Context: an optimization exercise on an open-source flow, tuned for small area and a short achievable clock period. The choices shown serve that exercise and are no tape-out recipe.
Where RTL was checked, it was by simulation tests only, not by an equivalence proof against the original.
For run 2, only the layout was checked, not whether the RTL still works.
Power is estimated from default activity; no workload was simulated.

==> flow/design.v (outline; a module is shown in full before it is edited, if it fits) <==
// module DSP: 1357 lines
module DSP (A,B,D,C,CLK,CARRYIN,OPMODE,BCIN,RSTA,RSTB,RSTM,
RSTP,RSTC,RSTD,RSTCARRYIN,RSTOPMODE,CEA,CEB,CEM,CEP,CEC,CED,
CECARRYIN,CEOPMODE,PCIN,BCOUT,PCOUT,P,M,CARRYOUT,CARRYOUTF);
  // ...
==> flow/flow/run.sh <==
#!/bin/bash
# The standard layout (standard.sh: standard synthesis, then ORFS to
# finish), with one change: the port buffers are plain buffers (buf_2 from
# buffer_ports, then buf_1 on the inputs) instead of the delay cell
# buffer_ports picks by default.  Each tool's output is in orfs/logs.
set -euo pipefail
HERE=$(pwd)
cat >> config.mk <<EOC
export BUFFER_PORTS_ARGS = -buffer_cell sky130_fd_sc_hd__buf_2
export PRE_RESIZE_TCL = $HERE/flow/ports.tcl
EOC
bash standard.sh > standard.log 2>&1
==> flow/flow/ports.tcl <==
# Before repair_design: the input ports' buffers become buf_1.
set n 0
foreach bterm [[ord::get_db_block] getBTerms] {
  if {[$bterm getIoType] ne "INPUT"} { continue }
  set net [$bterm getNet]
  if {$net eq "NULL" || [$net getSigType] eq "CLOCK"} { continue }
  foreach iterm [$net getITerms] {
    set inst [$iterm getInst]
    if {[[$inst getMaster] getName] eq "sky130_fd_sc_hd__buf_2"} {
      replace_cell [get_cells [$inst getName]] sky130_fd_sc_hd__buf_1
      incr n
    }
  }
}
puts "flow/ports.tcl: $n input buffers set to buf_1"
==> flow/standard.sh <==
#!/bin/bash
# synth_recipe.tcl (not shown) runs the flow's synth.tcl, then flattens the netlist and writes it again
# the make line also repeats each setting of config.mk as NAME=value (left out here)
make -C /OpenROAD-flow-scripts/flow DESIGN_CONFIG=/design/flow/config.mk WORK_HOME=/design/flow/orfs CLKGATE_MAP_FILE= SYNTH_SCRIPT=/design/flow/synth_recipe.tcl "${@:-finish}"
==> flow/config.mk <==
export PLATFORM = sky130hd
export DESIGN_NAME = DSP
export DESIGN_NICKNAME = DSP
export VERILOG_FILES = /design/flow/design.v
export SDC_FILE = /design/flow/constraint.sdc
export NUM_CORES = 4
export LEC_CHECK = 0
export ABC_AREA = 1
export CAP_MARGIN = 5
export CORE_MARGIN = 2
export CORE_UTILIZATION = 40
export CTS_CLUSTER_DIAMETER = 115
export CTS_CLUSTER_SIZE = 24
export SETUP_SLACK_MARGIN = 2.9
export SLEW_MARGIN = 5
export BUFFER_PORTS_ARGS = -buffer_cell sky130_fd_sc_hd__buf_2
export PRE_RESIZE_TCL = /design/flow/flow/ports.tcl
==> flow/constraint.sdc <==
create_clock -name core_clock -period 7.0 [get_ports {CLK}]
set_input_delay 1.4000 -clock core_clock [delete_from_list [all_inputs] [get_ports {CLK}]]
set_output_delay 1.4000 -clock core_clock [all_outputs]
set_load 0.01 [all_outputs]
==> flow_summary.yaml, run 1 <==
status:
  run_status: "no timing/DRC/antenna violations"
global_route:
  grt_first_pass_wirelength_um: 124000
  globalRouteTotalUtil_pct: 25.1
logic_synthesis:
  seq_area_frac_synth_pct: 22.1
  synth-seq-cells: 265
  netlist.area_leader.share_pct: 22.1
  yosys_warning_count: 1
clock_tree:
  cts_tree: "yes"
  hold_buffers: 0
worst_setup_path:
  cpMaxStageDelayCell: "sky130_fd_sc_hd__fa_1"
  timing.critical_path.cells: "inv_1 -> xor2_1 -> fa_1 -> fa_1 -> fa_1 -> fa_1 -> inv_1 -> ha_1 -> nor2_1 -> a211oi_1"
  crit_arrival_ns: 4.38
finish:
  buffer_area_share_pct: 7.80
  final_layout_size_suffix_gt1_share_pct: 12.9
  layout_commonest_cell: "sky130_fd_sc_hd__nand2_1"
  clk_share_pct: 1.88
  layout.nets: 4067
  sequential_cell_area_um2: 5330
  utilization_pct: 46.0
placement:
  place_ws_ns: 1.78
floorplanning:
  core_um2: 59100
  chipWidth_um: 249
  die_area_um2: 62000
power_and_ir_drop:
  pwr_density_cell_nw_per_um2: 252
  pwr-share-clk_pct: 16.0
route:
  routed_wirelength_normalized_by_instance_count_um: 18.4
worst_hold_path:
  class_of_the_worst_hold_path: "reg -> reg"
==> run 2: changes to the inputs <==
--- a/flow/design.v
+++ b/flow/design.v
@@ -25,17 +25,17 @@
   output [47:0] P;
   output [35:0] M;
   output CARRYOUT,CARRYOUTF;
   reg [7:0] opm;
   reg [17:0] dr, ar, br;
   reg [47:0] cr, pr;
   reg cyi, cyo;
   reg [35:0] ms;
-  reg [35:2] mc;
+  reg [35:1] mc;
   wire s6 = opm[6];
   wire [17:0] bx = B ^ {18{s6}};
   wire pre_hp0 = dr[0] ^ bx[0];
   wire pre_hg0 = dr[0] & bx[0];
   wire pre_hp1 = dr[1] ^ bx[1];
   wire pre_hg1 = dr[1] & bx[1];
   wire pre_hp2 = dr[2] ^ bx[2];
   wire pre_hg2 = dr[2] & bx[2];
@@ -759,99 +759,99 @@
   wire s443 = c330 ^ s383 ^ c382;
   wire c444 = (c330 & s383) | (c330 & c382) | (s383 & c382);
   wire s445 = pp158 ^ s385 ^ c384;
   wire c446 = (pp158 & s385) | (pp158 & c384) | (s385 & c384);
   wire s447 = nc168 ^ pp159 ^ c386;
   wire c448 = (nc168 & pp159) | (nc168 & c386) | (pp159 & c386);
   wire s449 = r89[16] ^ r89[17] ^ ns160;
   wire c450 = (r89[16] & r89[17]) | (r89[16] & ns160) | (r89[17] & ns160);
-  wire s451 = neg0 ^ pp1;
-  wire c452 = neg0 & pp1;
-  wire p453 = pp2 ^ c452;
-  wire g454 = pp2 & c452;
-  wire p455 = pp3 ^ s387;
-  wire g456 = pp3 & s387;
-  wire p457 = c388 ^ s389;
-  wire g458 = c388 & s389;
-  wire p459 = c390 ^ s391;
-  wire g460 = c390 & s391;
-  wire p461 = c392 ^ s393;
-  wire g462 = c392 & s393;
-  wire p463 = c394 ^ s395;
-  wire g464 = c394 & s395;
-  wire p465 = c396 ^ s397;
-  wire g466 = c396 & s397;
-  wire p467 = c398 ^ s399;
-  wire g468 = c398 & s399;
-  wire p469 = c400 ^ s401;
-  wire g470 = c400 & s401;
-  wire p471 = c402 ^ s403;
-  wire g472 = c402 & s403;
-  wire p473 = c404 ^ s405;
-  wire g474 = c404 & s405;
-  wire p475 = c406 ^ s407;
-  wire g476 = c406 & s407;
-  wire p477 = c408 ^ s409;
-  wire g478 = c408 & s409;
-  wire p479 = c410 ^ s411;
-  wire g480 = c410 & s411;
-  wire p481 = c412 ^ s413;
-  wire g482 = c412 & s413;
-  wire p483 = c414 ^ s415;
-  wire g484 = c414 & s415;
-  wire p485 = c416 ^ s417;
-  wire g486 = c416 & s417;
-  wire p487 = c418 ^ s419;
-  wire g488 = c418 & s419;
-  wire p489 = c420 ^ s421;
-  wire g490 = c420 & s421;
-  wire p491 = c422 ^ s423;
-  wire g492 = c422 & s423;
-  wire p493 = c424 ^ s425;
-  wire g494 = c424 & s425;
-  wire p495 = c426 ^ s427;
-  wire g496 = c426 & s427;
-  wire p497 = c428 ^ s429;
-  wire g498 = c428 & s429;
-  wire p499 = c430 ^ s431;
-  wire g500 = c430 & s431;
-  wire p501 = c432 ^ s433;
-  wire g502 = c432 & s433;
-  wire p503 = c434 ^ s435;
-  wire g504 = c434 & s435;
-  wire p505 = s437 ^ c436;
-  wire g506 = s437 & c436;
-  wire p507 = c438 ^ s439;
-  wire g508 = c438 & s439;
-  wire p509 = c440 ^ s441;
-  wire g510 = c440 & s441;
-  wire p511 = s443 ^ c442;
-  wire g512 = s443 & c442;
-  wire p513 = s445 ^ c444;
-  wire g514 = s445 & c444;
-  wire p515 = s447 ^ c446;
-  wire g516 = s447 & c446;
-  wire p517 = s449 ^ c448;
-  wire g518 = s449 & c448;
-  wire p519 = nc169 ^ c450;
-  wire g520 = nc169 & c450;
-  wire p521 = r89[19] ^ nc170;
-  wire g522 = r89[19] & nc170;
-  wire [35:0] prod_s = {p521, p519, p517, p515, p513, p511, p509, p507, p505, p503, p501, p499, p497, p495, p493, p491, p489, p487, p485, p483, p481, p479, p477, p475, p473, p471, p469, p467, p465, p463, p461, p459, p457, p455, p453, s451};
-  wire [35:0] prod_c = {g520, g518, g516, g514, g512, g510, g508, g506, g504, g502, g500, g498, g496, g494, g492, g490, g488, g486, g484, g482, g480, g478, g476, g474, g472, g470, g468, g466, g464, g462, g460, g458, g456, g454, 1'b0, 1'b0};
+  wire p451 = neg0 ^ pp1;
+  wire g452 = neg0 & pp1;
+  wire p453 = pp3 ^ s387;
+  wire g454 = pp3 & s387;
+  wire p455 = c388 ^ s389;
+  wire g456 = c388 & s389;
+  wire p457 = c390 ^ s391;
+  wire g458 = c390 & s391;
+  wire p459 = c392 ^ s393;
+  wire g460 = c392 & s393;
+  wire p461 = c394 ^ s395;
+  wire g462 = c394 & s395;
+  wire p463 = c396 ^ s397;
+  wire g464 = c396 & s397;
+  wire p465 = c398 ^ s399;
+  wire g466 = c398 & s399;
+  wire p467 = c400 ^ s401;
+  wire g468 = c400 & s401;
+  wire p469 = c402 ^ s403;
+  wire g470 = c402 & s403;
+  wire p471 = c404 ^ s405;
+  wire g472 = c404 & s405;
+  wire p473 = c406 ^ s407;
+  wire g474 = c406 & s407;
+  wire p475 = c408 ^ s409;
+  wire g476 = c408 & s409;
+  wire p477 = c410 ^ s411;
+  wire g478 = c410 & s411;
+  wire p479 = c412 ^ s413;
+  wire g480 = c412 & s413;
+  wire p481 = c414 ^ s415;
+  wire g482 = c414 & s415;
+  wire p483 = c416 ^ s417;
+  wire g484 = c416 & s417;
+  wire p485 = c418 ^ s419;
+  wire g486 = c418 & s419;
+  wire p487 = c420 ^ s421;
+  wire g488 = c420 & s421;
+  wire p489 = c422 ^ s423;
+  wire g490 = c422 & s423;
+  wire p491 = c424 ^ s425;
+  wire g492 = c424 & s425;
+  wire p493 = c426 ^ s427;
+  wire g494 = c426 & s427;
+  wire p495 = c428 ^ s429;
+  wire g496 = c428 & s429;
+  wire p497 = c430 ^ s431;
+  wire g498 = c430 & s431;
+  wire p499 = c432 ^ s433;
+  wire g500 = c432 & s433;
+  wire p501 = c434 ^ s435;
+  wire g502 = c434 & s435;
+  wire p503 = s437 ^ c436;
+  wire g504 = s437 & c436;
+  wire p505 = c438 ^ s439;
+  wire g506 = c438 & s439;
+  wire p507 = c440 ^ s441;
+  wire g508 = c440 & s441;
+  wire p509 = s443 ^ c442;
+  wire g510 = s443 & c442;
+  wire p511 = s445 ^ c444;
+  wire g512 = s445 & c444;
+  wire p513 = s447 ^ c446;
+  wire g514 = s447 & c446;
+  wire p515 = s449 ^ c448;
+  wire g516 = s449 & c448;
+  wire p517 = nc169 ^ c450;
+  wire g518 = nc169 & c450;
+  wire p519 = r89[19] ^ nc170;
+  wire g520 = r89[19] & nc170;
+  wire [35:0] prod_s = {p519, p517, p515, p513, p511, p509, p507, p505, p503, p501, p499, p497, p495, p493, p491, p489, p487, p485, p483, p481, p479, p477, p475, p473, p471, p469, p467, p465, p463, p461, p459, p457, p455, p453, pp2, p451};
+  wire [35:0] prod_c = {g518, g516, g514, g512, g510, g508, g506, g504, g502, g500, g498, g496, g494, g492, g490, g488, g486, g484, g482, g480, g478, g476, g474, g472, g470, g468, g466, g464, g462, g460, g458, g456, g454, 1'b0, g452, 1'b0};
   always @(posedge CLK) begin
     if (RSTM) ms <= 36'd0;
     else if (CEM) ms <= prod_s;
   end
   always @(posedge CLK) begin
-    if (RSTM) mc <= 34'd0;
-    else if (CEM) mc <= prod_c[35:2];
+    if (RSTM) mc <= 35'd0;
+    else if (CEM) mc <= prod_c[35:1];
   end
-  wire [35:0] mc36 = {mc, 2'd0};
+  wire [35:0] mc36 = {mc, 1'd0};
+  wire ma_g0_1 = mc36[2] | (ms[1] & mc36[1]);
+  wire ma_p0_1 = ms[1] & ms[0];
   wire ma_g0_3 = mc36[4] | (ms[3] & mc36[3]);
   wire ma_p0_3 = ms[3] & ms[2];
   wire ma_g0_5 = mc36[6] | (ms[5] & mc36[5]);
   wire ma_p0_5 = ms[5] & ms[4];
   wire ma_g0_7 = mc36[8] | (ms[7] & mc36[7]);
   wire ma_p0_7 = ms[7] & ms[6];
   wire ma_g0_9 = mc36[10] | (ms[9] & mc36[9]);
   wire ma_p0_9 = ms[9] & ms[8];
@@ -876,20 +876,20 @@
   wire ma_g0_29 = mc36[30] | (ms[29] & mc36[29]);
   wire ma_p0_29 = ms[29] & ms[28];
   wire ma_g0_31 = mc36[32] | (ms[31] & mc36[31]);
   wire ma_p0_31 = ms[31] & ms[30];
   wire ma_g0_33 = mc36[34] | (ms[33] & mc36[33]);
   wire ma_p0_33 = ms[33] & ms[32];
   wire ma_g0_35 = ms[35] & mc36[35];
   wire ma_p0_35 = ms[35] & ms[34];
-  wire ma_g1_2 = mc36[3] | (ms[2] & mc36[2]);
-  wire ma_p1_2 = ms[2] & ms[1];
-  wire ma_g1_3 = ma_g0_3 | (ma_p0_3 & mc36[2]);
-  wire ma_p1_3 = ma_p0_3 & ms[1];
+  wire ma_g1_2 = mc36[3] | (ms[2] & ma_g0_1);
+  wire ma_p1_2 = ms[2] & ma_p0_1;
+  wire ma_g1_3 = ma_g0_3 | (ma_p0_3 & ma_g0_1);
+  wire ma_p1_3 = ma_p0_3 & ma_p0_1;
   wire ma_g1_6 = mc36[7] | (ms[6] & ma_g0_5);
   wire ma_p1_6 = ms[6] & ma_p0_5;
   wire ma_g1_7 = ma_g0_7 | (ma_p0_7 & ma_g0_5);
   wire ma_p1_7 = ma_p0_7 & ma_p0_5;
   wire ma_g1_10 = mc36[11] | (ms[10] & ma_g0_9);
   wire ma_p1_10 = ms[10] & ma_p0_9;
   wire ma_g1_11 = ma_g0_11 | (ma_p0_11 & ma_g0_9);
   wire ma_p1_11 = ma_p0_11 & ma_p0_9;
@@ -1016,17 +1016,17 @@
   wire ma_g5_32 = mc36[33] | (ms[32] & ma_g4_31);
   wire ma_p5_32 = ms[32] & ma_p4_31;
   wire ma_g5_33 = ma_g0_33 | (ma_p0_33 & ma_g4_31);
   wire ma_p5_33 = ma_p0_33 & ma_p4_31;
   wire ma_g5_34 = ma_g1_34 | (ma_p1_34 & ma_g4_31);
   wire ma_p5_34 = ma_p1_34 & ma_p4_31;
   wire ma_g5_35 = ma_g1_35 | (ma_p1_35 & ma_g4_31);
   wire ma_p5_35 = ma_p1_35 & ma_p4_31;
-  assign M = {ms[35] ^ ma_g5_34, ms[34] ^ ma_g5_33, ms[33] ^ ma_g5_32, ms[32] ^ ma_g4_31, ms[31] ^ ma_g4_30, ms[30] ^ ma_g4_29, ms[29] ^ ma_g4_28, ms[28] ^ ma_g4_27, ms[27] ^ ma_g4_26, ms[26] ^ ma_g4_25, ms[25] ^ ma_g4_24, ms[24] ^ ma_g4_23, ms[23] ^ ma_g4_22, ms[22] ^ ma_g4_21, ms[21] ^ ma_g4_20, ms[20] ^ ma_g4_19, ms[19] ^ ma_g4_18, ms[18] ^ ma_g4_17, ms[17] ^ ma_g4_16, ms[16] ^ ma_g3_15, ms[15] ^ ma_g3_14, ms[14] ^ ma_g3_13, ms[13] ^ ma_g3_12, ms[12] ^ ma_g3_11, ms[11] ^ ma_g3_10, ms[10] ^ ma_g3_9, ms[9] ^ ma_g3_8, ms[8] ^ ma_g2_7, ms[7] ^ ma_g2_6, ms[6] ^ ma_g2_5, ms[5] ^ ma_g2_4, ms[4] ^ ma_g1_3, ms[3] ^ ma_g1_2, ms[2] ^ mc36[2], ms[1] ^ 1'b0, ms[0] ^ 1'b0};
+  assign M = {ms[35] ^ ma_g5_34, ms[34] ^ ma_g5_33, ms[33] ^ ma_g5_32, ms[32] ^ ma_g4_31, ms[31] ^ ma_g4_30, ms[30] ^ ma_g4_29, ms[29] ^ ma_g4_28, ms[28] ^ ma_g4_27, ms[27] ^ ma_g4_26, ms[26] ^ ma_g4_25, ms[25] ^ ma_g4_24, ms[24] ^ ma_g4_23, ms[23] ^ ma_g4_22, ms[22] ^ ma_g4_21, ms[21] ^ ma_g4_20, ms[20] ^ ma_g4_19, ms[19] ^ ma_g4_18, ms[18] ^ ma_g4_17, ms[17] ^ ma_g4_16, ms[16] ^ ma_g3_15, ms[15] ^ ma_g3_14, ms[14] ^ ma_g3_13, ms[13] ^ ma_g3_12, ms[12] ^ ma_g3_11, ms[11] ^ ma_g3_10, ms[10] ^ ma_g3_9, ms[9] ^ ma_g3_8, ms[8] ^ ma_g2_7, ms[7] ^ ma_g2_6, ms[6] ^ ma_g2_5, ms[5] ^ ma_g2_4, ms[4] ^ ma_g1_3, ms[3] ^ ma_g1_2, ms[2] ^ ma_g0_1, ms[1] ^ mc36[1], ms[0] ^ 1'b0};
   wire s7 = opm[7];
   wire [47:0] x = ({48{opm[1:0] == 2'd1}} & {12'd0, M})
                 | ({48{opm[1:0] == 2'd2}} & pr)
                 | ({48{opm[1:0] == 2'd3}} & {dr[11:0], ar, br});
   wire [47:0] z = ({48{opm[3:2] == 2'd1}} & PCIN)
                 | ({48{opm[3:2] == 2'd2}} & pr)
                 | ({48{opm[3:2] == 2'd3}} & cr);
   wire [47:0] xs = x ^ {48{s7}};
==> flow/config.mk (replaced) <==
export PLATFORM = sky130hd
export DESIGN_NAME = DSP
export DESIGN_NICKNAME = DSP
export VERILOG_FILES = /design/flow/design.v
export SDC_FILE = /design/flow/constraint.sdc
export NUM_CORES = 4
export LEC_CHECK = 0
export ABC_AREA = 1
export CAP_MARGIN = 5
export CORE_MARGIN = 2
export CORE_UTILIZATION = 40
export CTS_CLUSTER_DIAMETER = 100
export CTS_CLUSTER_SIZE = 22
export SETUP_SLACK_MARGIN = 2.9
export SLEW_MARGIN = 5
export BUFFER_PORTS_ARGS = -buffer_cell sky130_fd_sc_hd__buf_2
export PRE_RESIZE_TCL = /design/flow/flow/ports.tcl
==> run 2 against run 1 <==
Effect of this change:
- still clean
- global-route usage rose by 0.11 points
- sequential cell count did not move
- critical path depth rose by 3
- routed wire length fell by 0.61%
- maximum frequency fell by 1.0%
- critical path type is now reg -> out
- critical endpoint is now M[33]
==> flow_summary.yaml, run 2 <==
route:
  highest_layer: "met4"
  ant_nets: 0
  drc_errors: 0
  initialDrtViolationCount: 1622
  route.met2.wl_um: 37900
  detail_route.wirelength.met1_um: 34700
  via_count: 23000
  routed-wl-met3_um: 4690
  vias_per_cell: 5.27
  routed_wirelength_normalized_by_instance_count_um: 18.3
  drt-pass1-iter-count: 25
  totalWireLength_um: 80000
global_route:
  globalRouteOverflowTotal: 0
  grt_max_degree: 71
  grt_antenna_before_repair: 2
  number_of_global_route_vias_before_repair: 22000
  globalRouteTotalUtil_pct: 25.2
  grt_first_pass_wirelength_um: 124000
logic_synthesis:
  netlist_top_cells_count: "sky130_fd_sc_hd__nand2_1, sky130_fd_sc_hd__inv_1, sky130_fd_sc_hd__a21oi_1"
  yosys.area.top_type: "sky130_fd_sc_hd__dfxtp_1"
  syn-num-nets: 3866
  synth-seq-cells: 265
  postSynth.topFlopCell: "sky130_fd_sc_hd__dfxtp_1"
  synthesis.area_per_instance_um2: 7.04
  ys_types: 50
  synth.area.top_cells: "sky130_fd_sc_hd__dfxtp_1, sky130_fd_sc_hd__nand2_1, sky130_fd_sc_hd__fa_1"
  synth-edff-count: 0
  synthesis.area_um2: 23900
  synth_async_sr_flop_share_pct: 0
  most_numerous_cell_in_the_yosys_netlist: "sky130_fd_sc_hd__nand2_1"
  netlist_instances: 3399
  seq_area_frac_synth_pct: 22.2
  yosys_warning_count: 1
  netlist.area_leader.share_pct: 22.2
worst_setup_path:
  crit_arrival_ns: 2.64
  critical_path.max_stage_delay_ns: 0.33
  reg2reg_to: "ms[18]"
  crit_path_frequent_cell: "sky130_fd_sc_hd__nand2_4"
  crit_fanout: 6
  timing.reg2reg.setup_slack_ns: 3.05
  crit_start: "ms[1]"
  cp_num_buf_inv: 1
  timing.rr.start: "br[7]"
  number_of_cells_on_the_worst_reg_to_reg_path: 12
  critical_path_depth: 13
  cp-start-kind: "register"
  worst_setup_path_endpoint: "M[33]"
  worstSetupPathType: "reg -> out"
  cpMaxStageDelayCell: "sky130_fd_sc_hd__dfxtp_2"
  cp_capture_type: "primary output"
  worstPathRequired_ns: 5.60
  timing.critical_path.cells: "ha_2 -> a21oi_2 -> o21bai_2 -> nand3_2 -> nand2_4 -> nand2_4 -> nand2_4 -> nand2_1 -> nand2_2 -> ha_1 -> nor2_1 -> xor2_1 -> buf_4"
  timing.critical_path.max_delay_family: "simple AND/OR/NAND/NOR gates"
timing:
  final.setup.tns_ns: 0
  layout_min_cycle_time_ns: 4.04
  worst_pin_slew_ns: 1.34
  max-slew-margin-rel_pct: 10.4
  number_of_setup_violations_in_the_final_report: 0
  fin_skew_ns: 0.0328
  finalCritPeriodShare_pct: 57.7
  max_freq_ghz: 0.248
  slew_violations: 0
  grt_setup_unrepaired: "true"
  timing.final.ws_setup_ns: 2.96
  hold_viol_final: 0
  fin_hold_ws_ns: 0.466
floorplanning:
  core_um2: 59100
  die_area_um2: 61800
  floorplan.initialDensity_pct: 40.5
  core.rowCount: 89
  num_io_pins: 346
  chipWidth_um: 249
  fp.dieH_um: 249
run:
  max_cap_violations: 0
finish:
  layout.nets: 4052
  final_cell_mix: "sky130_fd_sc_hd__nand2_1, sky130_fd_sc_hd__inv_1, sky130_fd_sc_hd__dfxtp_1"
  fin_area_um2: 27000
  reg.largest.list: "cr: 48 flops, pr: 48 flops, ms: 36 flops"
  utilization_pct: 45.7
  layout_commonest_cell: "sky130_fd_sc_hd__nand2_1"
  final_layout_size_suffix_gt1_share_pct: 12.3
  antennaDiodeCount: 0
  flow.area_growth_from_synthesis_pct: 12.8
clock_tree:
  cts_buffers: 19
  clock_latency_on_the_worst_skew_pair_ns: 0.56
  cts-htree-levels: 1
  numClockSinks: 265
  cts_tree: "yes"
  clkTransAtPathRegs_ns: 0.10
  clock_tree.buffer_depth: 3
  clk_root_buffer_cell: "sky130_fd_sc_hd__clkbuf_16"
power_and_ir_drop:
  pwr-share-clk_pct: 17.5
  pwr_density_cell_nw_per_um2: 254
  p_sw_mw: 3.15
  p_int_mw: 3.69
  power.switching_fraction_pct: 46.1
  combPwrFrac_pct: 54.8
  ir_drop_mv: 0.210
  power.leakage_nw: 13.0
  seqPwrFrac_pct: 27.7
status:
  run_status: "no timing/DRC/antenna violations"
placement:
  hpwl_after_detailed_placement_um: 60600
  place_ws_ns: 1.91
  io_buffer_count: 326
  placedInstanceArea_um2: 25400
  finalWeightedCongestion: 0.896
worst_hold_path:
  class_of_the_worst_hold_path: "reg -> reg"
  worstHoldStart: "cr[38]"
run 2: changes by cell type in the layout (fill, tap and decap cells not counted), moves of 6 or more:
cell and change:
sky130_fd_sc_hd__a21oi_1 +6, sky130_fd_sc_hd__buf_4 -10, sky130_fd_sc_hd__clkinv_2 +8, sky130_fd_sc_hd__dfxtp_1 +6, sky130_fd_sc_hd__inv_4 -9, sky130_fd_sc_hd__nand2_1 -12
sky130_fd_sc_hd__nand3_1 -18, sky130_fd_sc_hd__nor2_1 +9, sky130_fd_sc_hd__xor2_2 -8
run 2: routing by layer:
layer | up-vias | GRT usage, %
li1 | 11300 | -
met1 | 10900 | 32.6
met2 | 672 | 43.6
met3 | 119 | 3.58
met4 | 0 | 7.45
met5 | - | 0
run 2: final cells by class:
cell class                      instances  area [um2]
Timing Repair Buffer                  397        1990
Sequential cell                       265        5320
Tap cell                              773         967
Clock inverter                          7         105
Fill cell                            6224       32100
Timing Repair inverter                  2        16.3
Inverter                              505        2000
Clock buffer                           20         489
Multi-Input combinational cell       2395       16100
run 2: worst min-delay path: cells and delay by family, from the launching register on:
kind             cells  cell delay (ns)
AND/OR/NAND/NOR      1             0.06
AO/OA/AOI/OAI        1             0.05
flip-flops           1             0.32
run 2: through the flow:
stage / total power, mW / instances
2_1_floorplan: 4.32 / 3399
5_1_grt: 7.45 / 4364
3_5_place_dp: 5.53 / 4288
6_report: 6.85 / 4364
4_1_cts: 6.79 / 4332
3_3_place_gp: 5.52 / 4288
run 2: kinds of logic after synthesis:
family          after synthesis  synth area share, %
simple gates               1195                 20.7
buf+inv                     741                 12.7
compound gates              677                 16.7
fa+ha+maj                   273                 18.6
flops                       265                 22.2
xor+xnor                    248                 9.07
run 2: what timing repair did:
| item | CTS | global route |
|---|---|---|
| resized for setup | 82 | 121 |
| hold endpoints to repair | 0 | 0 |
| setup endpoints to repair | 100 | 78 |
| gates cloned | 2 | 2 |
| buffers inserted | 15 | 30 |
| hold buffers | 0 | 0 |
| pin swaps | 10 | 50 |
run 2: worst min-delay path by stage:
stage	endpoint	slack, ns	depth (start not counted)
6_report	cr[38]	0.47	2
5_1_grt	cr[3]	0.48	2
4_1_cts	cr[30]	0.47	2
3_5_place_dp	cr[30]	0.45	2
3_3_place_gp	mc[4]	0.45	2
2_1_floorplan	mc[14]	0.43	2
run 2: power groups by stage:
stage | sequential [mW] | clock (mW) | combinational [mW]
after CTS | 1.89 | 1.23 | 3.67
after floorplan | 1.87 | 0 | 2.45
after global routing | 1.93 | 1.28 | 4.25
final | 1.90 | 1.20 | 3.75
after detailed placement | 1.92 | 0 | 3.61
after global placement | 1.92 | 0 | 3.60

## afterwards: timing with drivers on the ports
The results above use ideal ports. As a check the final layouts listed here were re-extracted and re-timed, cells and wires unchanged.
Step 1, drivers: a clkbuf_16 drives CLK and a buf_2 each remaining input, both assumed.
Step 2 moves the port delays by t, midway between the first and last clock arrival at a register: inputs arrive t later, outputs are due t later. That takes back most of the time a late clock gives input paths.
a / b / c = ideal / step 1 / step 2; a / b = the first two.
| run | shift t [ns] | setup slack, ns | worst setup path at the end | slew at the worst register clock pin (ns) | pins driven straight from the clock port |
|---|---|---|---|---|---|
| run 1 | 0.591 | 3.003 / 2.964 / 2.493 | input to register | 0.11 / 0.11 | 1 |
| run 2 | 0.600 | 2.960 / 2.905 / 2.424 | input to register | 0.10 / 0.10 | 1 |
After both steps setup and hold are still met in every run listed. For run 2, which loses most, drivers alone change the setup slack by -0.055 ns; drivers and shift together by -0.536 ns.
